Background: an optimization exercise with open tools, aiming at small area. Do not read the settings as production practice. Only simulation tests tie the RTL to the original design; equivalence was not proved. Power figures rest on the tool's default switching activity, not on a simulated workload.

`flow/design.v`:
```
`timescale 1ns / 1ps
module vga_game(
    input clk, reset, higher_btn, lower_btn, confirm_btn,
    output [2:0] rgb_led, state,
    output o_hsync, o_vsync,
    output [3:0] o_red, o_green, o_blue,
    output [7:0] counter
    );
    reg [2:0] qh, ql;
    always @(posedge clk) begin
        qh <= {qh[1:0], higher_btn};
        ql <= {ql[1:0], lower_btn};
    end
    wire hp = qh[1] & qh[0] & ~qh[2];
    wire lp = ql[1] & ql[0] & ~ql[2];
    reg [2:0] s;
    reg [7:0] lfsr, rnum, cnt;
    wire [7:0] tnum = {lfsr_fb(rnum), rnum[7:1]};    
    function lfsr_fb(input [7:0] v);
        lfsr_fb = v[0] ^ v[2] ^ v[3] ^ v[4];
    endfunction
    wire st_idle  = (s == 3'b000);
    wire st_guess = (s == 3'b001);
    wire st_get   = (s[1:0] == 2'b10);
    wire st_check = (s[1:0] == 2'b11);
    wire st_res   = (s == 3'b100);
    wire right = s[2] ^ tnum[7];
    wire rng_en = st_idle | st_res | (st_guess & (hp | lp));
    always @(posedge clk) begin
        if (reset) s <= 3'b000;
        else if (st_idle | st_res) s <= confirm_btn ? 3'b001 : s;
        else if (st_guess) s <= hp ? 3'b010 : lp ? 3'b110 : 3'b001;
        else if (st_get) s <= {s[2], 2'b11};
        else if (st_check) s <= right ? 3'b001 : 3'b100;
        else s <= 3'b000;
        if (reset) lfsr <= 8'd1;
        else if (rng_en) lfsr <= {lfsr_fb(lfsr), lfsr[7:1]};
        if (st_idle) rnum <= 8'd0;
        else if (st_guess) rnum <= lfsr;
        if (st_idle) cnt <= 8'd0;
        else if (st_check & right) cnt <= cnt + 8'd1;
    end
    assign state = {s[2] & ~s[1], s[1:0]};
    assign counter = cnt;
    reg [1:0] ds;
    always @(posedge clk) begin
        if (reset) ds <= 2'b00;
        else ds <= st_idle ? 2'b01 : (st_res | s == 3'b101) ? 2'b11 : 2'b10;
    end
    assign rgb_led = {ds[1], ds[1] & ~ds[0], ds[1] ^ ds[0]};
    reg [11:0] hc;
    reg [9:0] v;
    wire [9:0] h = hc[11:2];
    wire hwrap = (hc == 12'd3199);
    always @(posedge clk) begin
        if (reset) hc <= 12'd3;
        else if (hwrap) hc <= 12'd0;
        else hc <= hc + 12'd1;
        if (reset) v <= 10'd0;
        else if (hwrap) v <= (v == 10'd524) ? 10'd0 : v + 10'd1;
    end
    assign o_hsync = ~(h >= 10'd657 && h <= 10'd751);
    assign o_vsync = ~(v == 10'd491);
    wire idle_d = ~ds[1];
    wire play_d = ds[1] & ~ds[0];
    wire over_d = ds[1] & ds[0];
    wire vtop = (v >= 10'd60 && v <= 10'd140);
    wire vctr = (v >= 10'd185 && v <= 10'd265);
    wire t0 = (h >= 10'd109 && h <= 10'd131);
    wire t1 = (h >= 10'd139 && h <= 10'd161);
    wire t2 = (h >= 10'd169 && h <= 10'd191);
    wire c0 = (h >= 10'd249 && h <= 10'd291);
    wire c1 = (h >= 10'd299 && h <= 10'd341);
    wire c2 = (h >= 10'd349 && h <= 10'd391);
    wire dig_top = vtop & (t0 | t1 | t2);
    wire dig_ctr = vctr & (c0 | c1 | c2);
    wire num_en = dig_top | dig_ctr;
    wire [7:0] num = vtop ? cnt : (over_d ? tnum : rnum);
    function [3:0] add3(input [3:0] x);    
        add3 = {x[3] | (x[2] & x[1]) | (x[2] & x[0]),
                (x[3] & x[0]) | (x[2] & ~x[1] & ~x[0]),
                (x[3] & ~x[0]) | (~x[2] & x[1]) | (x[1] & x[0]),
                (x[3] & ~x[0]) | (~x[3] & ~x[2] & x[0]) | (x[2] & x[1] & ~x[0])};
    endfunction
    wire [3:0] a1 = add3({1'b0, num[7:5]});
    wire [3:0] a2 = add3({a1[2:0], num[4]});
    wire [3:0] a3 = add3({a2[2:0], num[3]});
    wire [3:0] a4 = add3({a3[2:0], num[2]});
    wire [3:0] a5 = add3({a4[2:0], num[1]});
    wire [3:0] b1 = add3({1'b0, a1[3], a2[3], a3[3]});
    wire [3:0] b2 = add3({b1[2:0], a4[3]});
    wire [11:0] bcd = {2'b00, b1[3], b2[3], b2[2:0], a5[3], a5[2:0], num[0]};
    wire [3:0] dig = (t0 | c0) ? bcd[11:8] : (t1 | c1) ? bcd[7:4] : bcd[3:0];
    wire hs = vtop ? (h == 10'd110 || h == 10'd140 || h == 10'd170)
                   : (h == 10'd250 || h == 10'd300 || h == 10'd350);
    wire he = vtop ? (h == 10'd130 || h == 10'd160 || h == 10'd190)
                   : (h == 10'd290 || h == 10'd340 || h == 10'd390);
    wire hin = vtop ? ((h >= 10'd110 && h <= 10'd130) || (h >= 10'd140 && h <= 10'd160) || (h >= 10'd170 && h <= 10'd190))
                    : ((h >= 10'd250 && h <= 10'd290) || (h >= 10'd300 && h <= 10'd340) || (h >= 10'd350 && h <= 10'd390));
    wire vs = (v == 10'd60) || (v == 10'd185);
    wire vm = (v == 10'd100) || (v == 10'd225);
    wire ve = (v == 10'd140) || (v == 10'd265);
    wire vu = vtop ? (v <= 10'd100) : (v <= 10'd225);
    wire vl = vtop ? (v >= 10'd100) : (v >= 10'd225);
    reg sg_t, sg_m, sg_b, sg_lu, sg_ll, sg_ru, sg_rl;
    always @(*) begin
        case (dig)
            4'd0: {sg_t, sg_m, sg_b, sg_lu, sg_ll, sg_ru, sg_rl} = 7'b1011111;
            4'd1: {sg_t, sg_m, sg_b, sg_lu, sg_ll, sg_ru, sg_rl} = 7'b0000011;
            4'd2: {sg_t, sg_m, sg_b, sg_lu, sg_ll, sg_ru, sg_rl} = 7'b1110110;
            4'd3: {sg_t, sg_m, sg_b, sg_lu, sg_ll, sg_ru, sg_rl} = 7'b1110011;
            4'd4: {sg_t, sg_m, sg_b, sg_lu, sg_ll, sg_ru, sg_rl} = 7'b0101011;
            4'd5: {sg_t, sg_m, sg_b, sg_lu, sg_ll, sg_ru, sg_rl} = 7'b1111001;
            4'd6: {sg_t, sg_m, sg_b, sg_lu, sg_ll, sg_ru, sg_rl} = 7'b1111101;
            4'd7: {sg_t, sg_m, sg_b, sg_lu, sg_ll, sg_ru, sg_rl} = 7'b1000011;
            4'd8: {sg_t, sg_m, sg_b, sg_lu, sg_ll, sg_ru, sg_rl} = 7'b1111111;
            4'd9: {sg_t, sg_m, sg_b, sg_lu, sg_ll, sg_ru, sg_rl} = 7'b1101011;
            default: {sg_t, sg_m, sg_b, sg_lu, sg_ll, sg_ru, sg_rl} = 7'b0000000;
        endcase
    end
    wire black = (sg_t & vs & hin) | (sg_m & vm & hin) | (sg_b & ve & hin) |
                 (sg_lu & hs & vu) | (sg_ll & hs & vl) | (sg_ru & he & vu) | (sg_rl & he & vl);
    reg gl;
    always @(posedge clk) gl <= ~(num_en & black);
    localparam [3:0] C_BLACK = 4'b0000, C_WHITE = 4'b1110, C_PURPLE = 4'b0001,
                     C_RED = 4'b1000, C_GREEN = 4'b0100, C_BLUE = 4'b0010;
    reg [3:0] col, ncol;
    always @(posedge clk) col <= ncol;
    wire box1 = (h >= 10'd100 && h <= 10'd200 && v >= 10'd50 && v <= 10'd150);
    wire box2 = (h >= 10'd220 && h <= 10'd420 && v >= 10'd175 && v <= 10'd275);
    wire vbtn = (v >= 10'd300 && v <= 10'd400);
    wire boxc = (h >= 10'd270 && h <= 10'd370) && vbtn;
    wire boxh = (h >= 10'd120 && h <= 10'd220) && vbtn;
    wire boxl = (h >= 10'd420 && h <= 10'd520) && vbtn;
    always @(*) begin
        if (!(h < 10'd640 && v < 10'd480))
            ncol = C_BLACK;
        else if (box1) begin
            if (h == 10'd100 || h == 10'd200 || v == 10'd50 || v == 10'd150) ncol = C_BLACK;
            else if (num_en) ncol = gl ? C_WHITE : C_BLACK;
            else ncol = C_WHITE;
        end else if (box2) begin
            if (h == 10'd220 || h == 10'd420 || v == 10'd175 || v == 10'd275) ncol = C_BLACK;
            else if (num_en) ncol = gl ? C_WHITE : C_BLACK;
            else ncol = C_WHITE;
        end else if (!play_d) begin
            if (boxc) begin
                if (h == 10'd270 || h == 10'd370 || v == 10'd300 || v == 10'd400) ncol = C_BLACK;
                else if (h >= 10'd290 && h <= 10'd350 && v >= 10'd320 && v <= 10'd380 &&
                         (v == 10'd320 || v == 10'd380 || h == 10'd290)) ncol = C_GREEN;
                else ncol = C_WHITE;
            end else
                ncol = over_d ? C_RED : C_WHITE;
        end else begin
            if (boxh) begin
                if (h == 10'd120 || h == 10'd220 || v == 10'd300 || v == 10'd400) ncol = C_BLACK;
                else if (h >= 10'd140 && h <= 10'd200 && v >= 10'd320 && v <= 10'd380 &&
                         (v == 10'd350 || h == 10'd140 || h == 10'd200)) ncol = C_BLUE;
                else ncol = C_WHITE;
            end else if (boxl) begin
                if (h == 10'd420 || h == 10'd520 || v == 10'd300 || v == 10'd400) ncol = C_BLACK;
                else if (h >= 10'd440 && h <= 10'd500 && v >= 10'd320 && v <= 10'd380 &&
                         ((v == 10'd380 && h <= 10'd470) || h == 10'd440)) ncol = C_BLUE;
                else ncol = C_WHITE;
            end else
                ncol = C_PURPLE;
        end
    end
    wire rf = col[3], gf = col[2], bf = col[1], pu = col[0];
    assign o_red   = {rf | pu, rf, rf | pu, rf};
    assign o_green = {gf, gf, gf | pu, gf};
    assign o_blue  = {bf | pu, bf | pu, bf | pu, bf};
endmodule
```
`flow/config.mk`:
```
export PLATFORM = sky130hd
export DESIGN_NAME = vga_game
export DESIGN_NICKNAME = vga_game
export VERILOG_FILES = /design/flow/design.v
export SDC_FILE = /design/flow/constraint.sdc
export NUM_CORES = 4
export LEC_CHECK = 0
export ABC_AREA = 1
export CAP_MARGIN = 20
export CORE_MARGIN = 2
export CORE_UTILIZATION = 70
export PLACE_DENSITY = 0.8
export SLEW_MARGIN = 20
```
`flow/constraint.sdc`:
```
create_clock -name core_clock -period 10.0 [get_ports {clk}]
set_input_delay 2.0000 -clock core_clock [delete_from_list [all_inputs] [get_ports {clk}]]
set_output_delay 2.0000 -clock core_clock [all_outputs]
set_load 0.01 [all_outputs]
```
`flow/run.sh`:
```
#!/bin/bash
# synth_recipe.tcl (not shown) runs the flow's synth.tcl, then flattens the netlist and writes it again
# the make line also repeats each setting of config.mk as NAME=value (left out here)
make -C /OpenROAD-flow-scripts/flow DESIGN_CONFIG=/design/flow/config.mk WORK_HOME=/design/flow/orfs CLKGATE_MAP_FILE= SYNTH_SCRIPT=/design/flow/synth_recipe.tcl finish
```
==> impl_metrics.ini, run 1 <==
[timing]
maxSlewViolCount = 0
period_share_pct = 41.2
rsz0062_at_grt = false
slew-limit-headroom_pct = 44.7
tightest_slew_ns = 0.820
finalHoldViolCount = 0
setup_slack_ns = 5.88
setup_viol = 0
period_needed_ns = 4.12
fmax_mhz = 243
finalClockSkew_ns = 0.0107
fin_setup_tns_ns = 0

[logic_synthesis]
synth.most_common_cell = nand2_1
synth_area_um2 = 5500
syn_inst = 906
synth_compound_area_share_pct = 17.7
yosysTopAreaCellShare_pct = 22.6
synth-xor-area-share_pct = 1.27
synth_simple_gate_area_share_pct = 41.3
ys.warnings.count = 1
seq_area_frac_synth_pct = 22.6
synthArstFlopShare_pct = 0
synth_seq_cells = 62
yosys.area_share.adder_pct = 2.96
ys.flop_type = dfxtp_1
avgSynthCellArea_um2 = 6.07
synth_nets = 924
synthMuxAreaShare_pct = 0
yosys.cell_types.count = 54
synth_top_family_by_area = simple AND/OR/NAND/NOR gates
ys_top_cells_by_area = dfxtp_1 23%, nand2_1 12%, inv_1 9.8%
synthTopCellsByCount = 169 x nand2_1, 143 x inv_1, 115 x nor2_1
synth_edf_count = 0
synth_largest_area_cell = dfxtp_1

[global_route]
overflow = 0
grt_max_degree = 22
grt_pass1_wl_mm = 26.9
grt_usage_pct = 39.0
grt_pass1_vias = 5892
antenna_found_initial = 0

[power_and_ir_drop]
power_uw = 666
p_leak_nw = 2.66
p_per_area_nw_per_um2 = 112
peakVddDrop_v = 0.000161

[placement]
io_buffers = 32
dp_hpwl_mm = 13.2
pre_cts_ws_ns = 5.95
gp_congestion = 1.19

[clock_network]
cts.sinks = 62
post_cts_resized = 0
post_cts_buffers = 0
cts_buffers = 9
cts_buffer_depth = 2
cts_root_buf = clkbuf_8
clk_pin_slew_ns = 0.08
cts_tree = yes
cts_hold_buffers = 0
htree_levels = 3
clock_latency_ns = 0.35

[worst_setup_path]
arrival_ns = 4.37
cp_slowest_cell = dfxtp_1
startpoint_type = register
worst-path-max-fanout = 21
cpPeakStageDelay_ns = 0.42
crit_top_cell = nand2_1
worstSetupEndpointType = register
worstSetupPathType = register to register
worst_ep_required_time_ns = 10.25

[routing]
remaining_drc_errors = 0
firstDrtPassIters = 10
drt-wirelength-per-cell_um = 16.4
vias_per_cell = 6.18
routed_wl_mm = 16.8
drtAntennaViolNets = 0
vias = 6339
drtIter0Drc = 742

[die]
design.core.area_um2 = 7690
io_pins = 33
rows = 32
fp.dieW_um = 92.7
dieHeight_um = 92.7
dieArea_um2 = 8580
initial_core_util_pct = 71.6

[cells_and_area]
area_delta_synth_final_pct = 8.21
fin_nets = 936
fin_util_pct = 77.4
drive_gt1_share_pct = 9.53
diodes = 0

[run]
cap_violations = 0

[worst_hold_path]
hold_path_class = register to register

[run_status]
status = timing/DRC/antenna clean
-- registers in the layout (all words and copies together), names as in the netlist --
name,cells
hc,12
ds,2
qh,3
ql,3
col,4
cnt,8
gl,1
lfsr,8
rnum,8
v,10
s,3
-- per-stage QoR --
stage | cells | area (um^2) | hold WS (ns)
final | 1025 | 5950 | 0.358
after global routing | 1025 | 5950 | 0.359
after CTS | 1025 | 5950 | 0.356
after detailed placement | 1009 | 5750 | 0.348
after global placement | 1009 | 5750 | 0.335
after floorplan | 906 | 5500 | 0.331
-- critical path: cells and delay by family (launching register included) --
kind	cells	cell delay, ns
flops	1	0.42
buf+inv	5	0.50
fa+ha+maj	2	0.47
simple gates	30	2.62
-- final timing paths --
path                          start            end  slack (ns)  cells past startpoint
hold / removal        ql[1]$_DFF_P_  ql[2]$_DFF_P_        0.36                      0
setup / recovery  v[1]$_SDFFE_PP0P_     gl$_DFF_P_        5.88                     37
setup reg to reg  v[1]$_SDFFE_PP0P_     gl$_DFF_P_        5.88                     37
hold reg to reg       ql[1]$_DFF_P_  ql[2]$_DFF_P_        0.36                      0
-- per-layer routing --
metal | part of all wire, % | GRT usage, %
met5 | 0 | 0
met4 | 4.6 | 18.9
met3 | 13 | 13.3
met2 | 44 | 62.0
met1 | 38 | 47.2
-- placed cells by master (no fill, tap or decap), types with 9 or more instances in the layout --
cell type,n
a21oi_1,41
clkbuf_8,9
clkdlybuf4s50_1,32
dfxtp_1,62
ha_1,13
inv_1,143
nand2_1,169
nand2_2,27
nand2_4,11
nand3_1,63
nand4_1,19
nor2_1,115
nor3_1,33
nor4_1,9
o211ai_1,9
o21ai_0,63
o22ai_1,9
-- layout make-up --
cell class,count,area [um^2]
Clock inverter,7,80.1
Tap cell,102,128
Inverter,153,577
Timing Repair Buffer,33,328
Multi-Input combinational cell,659,3480
Fill cell,578,1730
Clock buffer,9,124
Sequential cell,62,1240
-- power by group --
| part | total [mW] | switching [mW] | leakage [nW] | internal, mW |
|---|---|---|---|---|
| combinational | 0.161 | 0.102 | 2.05 | 0.0583 |
| sequential | 0.273 | 0.0131 | 0.506 | 0.260 |
| clock | 0.232 | 0.114 | 0.102 | 0.118 |
-- kinds of logic (layout without fill, tap and decap cells) --
group / after synthesis / in the layout
AO/OA/AOI/OAI: 164 / 164
XOR/XNOR: 8 / 8
adder cells (fa/ha/maj): 13 / 13
buffers and inverters: 185 / 202
flip-flops: 62 / 62
AND/OR/NAND/NOR: 474 / 474
==> run 2: changes to the inputs <==
--- a/flow/config.mk
+++ b/flow/config.mk
@@ -10,4 +10,4 @@
 export CORE_MARGIN = 2
-export CORE_UTILIZATION = 70
-export PLACE_DENSITY = 0.8
+export CORE_UTILIZATION = 40
+export PLACE_DENSITY = 0.6
 export SLEW_MARGIN = 20
==> impl_metrics.ini, run 2 <==
[placement]
io_buffers = 32
dp.cells = 1082
dp_hpwl_mm = 13.9
gp_congestion = 1.04

[global_route]
grt_pass1_vias = 5301
grt_usage_pct = 24.1
grtUsageMet3_pct = 5.12
antenna_found_initial = 0
grt_pass1_wl_mm = 27.6
grt_use_met1_pct = 35.1
grt.busiest_layer = met1
overflow = 0
grt_max_degree = 22
grtUsageMet2_pct = 33.9

[power_and_ir_drop]
p_leak_nw = 2.69
power.share.clock_pct = 42.7
p_per_area_nw_per_um2 = 122
seq_power_share_pct = 36.4
peakVddDrop_v = 0.0000858
p_int_uw = 512
combPwrFrac_pct = 20.9
switching_share_pct = 31.6
p_sw_uw = 237

[die]
rows = 42
dieArea_um2 = 14700
design.core.area_um2 = 13300
fp.dieW_um = 121
io_pins = 33
dieHeight_um = 121
initial_core_util_pct = 41.2

[cells_and_area]
fillerInstances = 1446
area_delta_synth_final_pct = 11.5
fin_cells = 1098
drive_gt1_share_pct = 9.33
seqCellArea_um2 = 1240
final_common_cell = nand2_1
multiInputGateArea_um2 = 3480
top_regs = hc x12, v x10
largest_register = hc
diodes = 0
layout_common_cells = 169 x nand2_1, 143 x inv_1, 115 x nor2_1, 63 x o21ai_0, 63 x nand3_1
largest_register_ffs = 12
fin_nets = 935

[timing]
slew-limit-headroom_pct = 48.2
tightest_slew_ns = 0.771
fmax_mhz = 240
maxSlewViolCount = 0
rsz0062_at_grt = false
period_share_pct = 41.6
setup_viol = 0
finalHoldViolCount = 0
fin_setup_tns_ns = 0
period_needed_ns = 4.16
finalClockSkew_ns = 0.00641

[logic_synthesis]
synth_edf_count = 0
seq_area_frac_synth_pct = 22.6
ys.flop_type = dfxtp_1
ys.warnings.count = 1
synthArstFlopShare_pct = 0
synth_nets = 924
yosys.cell_types.count = 54
syn_inst = 906
ys_top_cells_by_area = dfxtp_1 23%, nand2_1 12%, inv_1 9.8%
synthTopCellsByCount = 169 x nand2_1, 143 x inv_1, 115 x nor2_1
synth_seq_cells = 62
synth.most_common_cell = nand2_1
synth_area_um2 = 5500
yosysTopAreaCellShare_pct = 22.6
synth_largest_area_cell = dfxtp_1
avgSynthCellArea_um2 = 6.07

[routing]
drt-wirelength-per-cell_um = 15.7
firstDrtPassIters = 7
drtAntennaViolNets = 0
vias_per_cell = 5.46
remaining_drc_errors = 0
vias = 5999
drtIter0Drc = 602
routed_wl_mm = 17.2

[clock_network]
cts.sinks = 62
clock_latency_ns = 0.34
cts_buffers = 9
post_cts_buffers = 0
cts_root_buf = clkbuf_16
cts_tree = yes
clk_pin_slew_ns = 0.06
post_cts_resized = 0
cts_hold_buffers = 0
cts_buffer_depth = 2
htree_levels = 3

[worst_setup_path]
reg2reg_depth = 23
worst-path-max-fanout = 11
startpoint_type = register
worstSetupPathType = register to output port
worstSetupEndpointType = output port
worst_ep_required_time_ns = 8.00
arrival_ns = 2.16

[run]
cap_violations = 0

[run_status]
status = timing/DRC/antenna clean

[worst_hold_path]
hold-path-cell-count = 0
hold_path_class = register to register
[run 2: cell type report]
class	count	area share (%)
multi-input combinational	659	56.7
timing repair buffer	32	5.22
sequential	62	20.2
clock buffer	10	3.73
clock inverter	6	1.12
tap	176	3.59
inverter	153	9.41
[run 2: path summary, 6_finish.rpt]
check                         start            end  slack [ns]
hold reg to reg       qh[1]$_DFF_P_  qh[2]$_DFF_P_        0.35
hold / removal        qh[1]$_DFF_P_  qh[2]$_DFF_P_        0.35
setup / recovery   hc[3]$_SDFF_PP0_        o_hsync        5.84
setup reg to reg  v[0]$_SDFFE_PP0P_     gl$_DFF_P_        6.00
[run 2: power by group through the flow]
stage | logic (mW) | clock network [mW] | registers (mW)
floorplan | 0.124 | 0 | 0.271
global placement | 0.156 | 0 | 0.278
detailed placement | 0.155 | 0 | 0.278
CTS | 0.156 | 0.326 | 0.272
global route | 0.176 | 0.337 | 0.274
finish | 0.156 | 0.320 | 0.273
[run 2: cell families after synthesis]
group	Yosys count	synth area share [%]
buffers and inverters	185	14.3
adders and majority gates	13	2.96
DFF	62	22.6
xor gates and xnor gates	8	1.27
AOI/OAI and AO/OA	164	17.7
and+or+nand+nor	474	41.3
[run 2: metal layers]
metal  up-vias  part of all wire (%)
met2       282                    41
met4         0                   3.4
met5         -                     0
li1       2995                     -
met3        43                   8.3
met1      2679                    48
[run 2: metrics by stage]
stage               instance area (um^2)  power [mW]  hold slack, ns  setup slack [ns]  util [%]
floorplan                           5500       0.395           0.331              6.52         -
global placement                    5830       0.434           0.333              5.79      43.7
detailed placement                  5830       0.433           0.341              5.93      43.7
CTS                                 6130       0.755           0.353              5.85      45.9
global route                        6130       0.788           0.358              5.49      45.9
finish                              6130       0.748           0.348              5.84      45.9
[run 2: worst max-delay path: stages, from the launching register on]
cell and delay, ns:
dfxtp_1 0.40, nor2_1 0.65, o211ai_1 0.16, nand2_1 0.09
clkdlybuf4s50_1 0.53
==> run 3: changes to the inputs <==
==> flow/flow/run.sh (new file) <==
#!/bin/bash
# Layout: the standard flow, with an area-oriented ABC script, unit-size port buffers and a
# clock tree of small buffers without dummy loads.
set -euo pipefail
W=$PWD
F=$W/flow
export BUFFER_PORTS_ARGS="-buffer_cell sky130_fd_sc_hd__buf_1"
export CTS_ARGS="-sink_clustering_enable -repair_clock_nets -dont_use_dummy_load -buf_list {sky130_fd_sc_hd__clkbuf_4 sky130_fd_sc_hd__clkbuf_8}"
bash standard.sh SYNTH_SCRIPT=$F/synth.tcl finish > $W/standard.log 2>&1
==> flow/flow/abc_area.script (new file) <==
strash
&get -n
&fraig -x
&put
scorr
dc2
strash
&get -n
&deepsyn -T 20
&put
dch
amap
topo
==> flow/flow/synth.tcl (new file) <==
# Standard synthesis (synth_recipe.tcl), with an area-oriented ABC script in place of ORFS's.
set flow_dir [file dirname [file normalize [info script]]]
proc abc {args} {
  global flow_dir
  set i [lsearch $args -script]
  if {$i >= 0} { lset args [expr {$i + 1}] [file join $flow_dir abc_area.script] }
  yosys abc {*}$args
}
source [file join [file dirname $flow_dir] synth_recipe.tcl]
==> flow/standard.sh (new file) <==
#!/bin/bash
# synth_recipe.tcl (not shown) runs the flow's synth.tcl, then flattens the netlist and writes it again
# the make line also repeats each setting of config.mk as NAME=value (left out here)
make -C /OpenROAD-flow-scripts/flow DESIGN_CONFIG=/design/flow/config.mk WORK_HOME=/design/flow/orfs CLKGATE_MAP_FILE= SYNTH_SCRIPT=/design/flow/synth_recipe.tcl "${@:-finish}"
removed: flow/run.sh
==> impl_metrics.ini, run 3 <==
[cells_and_area]
largest_register = hc
largest_register_ffs = 12
fin_nets = 641
diodes = 0
top_regs = hc x12, v x10
layout_common_cells = 105 x nor2_1, 92 x clkinv_1, 62 x dfxtp_1, 55 x nand2_1, 37 x o21ai_0
area_delta_synth_final_pct = 7.83
drive_gt1_share_pct = 1.61
final_common_cell = nor2_1
fin_util_pct = 44.7
fillerInstances = 1003

[clock_network]
cts_buffer_depth = 2
post_cts_resized = 0
cts_hold_buffers = 0
cts_root_buf = clkbuf_8
clk_pin_slew_ns = 0.06
cts_tree = yes
post_cts_buffers = 0
cts.sinks = 62
cts_buffers = 9
clock_latency_ns = 0.35
htree_levels = 3

[logic_synthesis]
ys.flop_type = dfxtp_1
yosys.cell_types.count = 48
synthTopCellsByCount = 105 x nor2_1, 92 x clkinv_1, 62 x dfxtp_1
yosysTopAreaCellShare_pct = 30.3
synth_nets = 610
synth_largest_area_cell = dfxtp_1
synth_edf_count = 0
synth.most_common_cell = nor2_1
synth_area_um2 = 4090
synth_seq_cells = 62
avgSynthCellArea_um2 = 6.91
synthArstFlopShare_pct = 0
seq_area_frac_synth_pct = 30.3
syn_inst = 592
ys_top_cells_by_area = dfxtp_1 30%, nor2_1 9.6%, clkinv_1 8.4%
ys.warnings.count = 1

[routing]
vias = 4460
vias_per_cell = 5.92
drt-wirelength-per-cell_um = 16.5
remaining_drc_errors = 0
firstDrtPassIters = 5
drtIter0Drc = 412
routed_wl_mm = 12.4
drtAntennaViolNets = 0

[run]
cap_violations = 0

[placement]
gp_congestion = 0.987
dp_hpwl_mm = 9.65
io_buffers = 32

[worst_setup_path]
worstSetupEndpointType = register
startpoint_type = register
worstSetupPathType = register to register
crit_top_cell = nor2_1
reg2reg_depth = 28
reg2reg_slack_ns = 2.98
cp_slowest_cell = a222oi_1
cpPeakStageDelay_ns = 0.82
r2r_start = v[3]$_SDFFE_PP0P_
worst-path-max-fanout = 15
regToRegEndpoint = gl$_DFF_P_
worst_ep_required_time_ns = 10.23
arrival_ns = 7.25
cp-startpoint = v[3]$_SDFFE_PP0P_

[global_route]
grt_usage_pct = 22.9
grt_max_degree = 16
grt_pass1_vias = 3973
antenna_found_initial = 0
overflow = 0
grt_pass1_wl_mm = 20.3

[worst_hold_path]
min-delay-start = qh[0]$_DFF_P_
hold_path_class = register to register
min_to = qh[1]$_DFF_P_
hold-path-cell-count = 0

[power_and_ir_drop]
peakVddDrop_v = 0.0000955
switching_share_pct = 32.8
p_int_uw = 386
combPwrFrac_pct = 23.4
p_per_area_nw_per_um2 = 130
p_leak_nw = 1.43
p_sw_uw = 188
power.share.clock_pct = 29.2
seq_power_share_pct = 47.4

[timing]
rsz0062_at_grt = false
finalHoldViolCount = 0
fin_setup_tns_ns = 0
period_share_pct = 70.2
fmax_mhz = 142
slew-limit-headroom_pct = 38.4
period_needed_ns = 7.02
finalClockSkew_ns = 0.0197
maxSlewViolCount = 0
tightest_slew_ns = 0.924
setup_viol = 0

[die]
dieArea_um2 = 11100
fp.dieW_um = 105
rows = 36
io_pins = 33
design.core.area_um2 = 9860
initial_core_util_pct = 41.5
dieHeight_um = 105

[run_status]
status = timing/DRC/antenna clean
## run 3: changes by cell type after synthesis, moves of 10 or more
cell      before  now
nand2_1      169   55
clkinv_1       1   92
o22ai_1        9   24
nand4_1       19    2
nand3_1       63    9
clkbuf_1      15    0
nand2_2       27    0
nand2_4       11    0
a222oi_1       0   11
inv_1        143    0
o21ai_0       63   37
nor2_1       115  105
## run 3: power by group through the flow
stage / Sequential (mW) / Clock [mW] / Combinational [mW]
floorplan: 0.275 / 0 / 0.108
global placement: 0.278 / 0 / 0.131
detailed placement: 0.278 / 0 / 0.132
CTS: 0.272 / 0.171 / 0.133
global route: 0.274 / 0.183 / 0.152
finish: 0.273 / 0.168 / 0.134
## run 3: how the worst max path moves through the flow
stage,end,slack (ns),cells after the start
2_1_floorplan,gl$_DFF_P_,3.51,27
3_3_place_gp,gl$_DFF_P_,3.47,28
3_5_place_dp,gl$_DFF_P_,3.15,28
4_1_cts,gl$_DFF_P_,3.07,28
5_1_grt,gl$_DFF_P_,2.08,28
6_report,gl$_DFF_P_,2.98,28
## run 3: cell families after synthesis
| logic type | count (synthesis) | synth area share [%] |
|---|---|---|
| simple gates | 227 | 24.1 |
| compound gates | 185 | 30.8 |
| buf+inv | 105 | 10.8 |
| flops | 62 | 30.3 |
| fa+ha+maj | 13 | 3.98 |
## run 3: layout make-up
type	count	area (um^2)	share of cell area, %
clock buffer	9	124	2.81
sequential	62	1240	28.1
inverter	92	345	7.83
timing repair buffer	33	128	2.89
tap	133	166	3.77
multi-input combinational	425	2410	54.6
## run 3: worst max-delay path, delay by kind of cell (launching register included)
kind                     cells  cell delay (ns)
AND/OR/NAND/NOR             11             2.01
buffers and inverters        4             0.89
adder cells (fa/ha/maj)      1             0.31
AO/OA/AOI/OAI               12             3.27
flip-flops                   1             0.43
## run 3: stage by stage
stage | std cells | cell area (um^2) | power (mW) | hold slack (ns) | setup WS [ns]
after floorplan | 592 | 4090 | 0.383 | 0.331 | 3.51
after global placement | 745 | 4290 | 0.409 | 0.338 | 3.47
after detailed placement | 745 | 4290 | 0.410 | 0.343 | 3.15
after CTS | 754 | 4410 | 0.577 | 0.355 | 3.07
after global routing | 754 | 4410 | 0.610 | 0.359 | 2.08
final | 754 | 4410 | 0.574 | 0.353 | 2.98
## run 3: metal layers
metal,wire [um],global-route usage [%],up-vias
met4,367,9.33,0
met5,0,0,-
met3,1190,6.61,35
li1,-,-,2181
met1,5560,31.2,1997
met2,5320,33.7,247

## port drivers added, routing unchanged
How much do the figures lean on ideal ports? The routed layouts below were timed once more, with nothing changed but the port constraints.
Step 1: set_driving_cell puts a clkbuf_16 on clk and a buf_2 on each other input, an assumption about the parent block.
Step 2 moves the port delays by t, midway between the first and last clock arrival at a register: inputs arrive t later, outputs are due t later. That takes back most of the time a late clock gives input paths.
Three values: ideal ports, drivers, drivers and shift; two values: the first two.
run	t (ns)	setup slack, ns	hold WS [ns]
run 1	0.376	5.879 / 5.849 / 5.879	0.358 / 0.358 / 0.358
run 2	0.379	5.837 / 5.796 / 5.885	0.348 / 0.348 / 0.348
run 3	0.370	2.975 / 2.975 / 2.975	0.353 / 0.353 / 0.353
After both steps setup and hold are still met in every run listed.
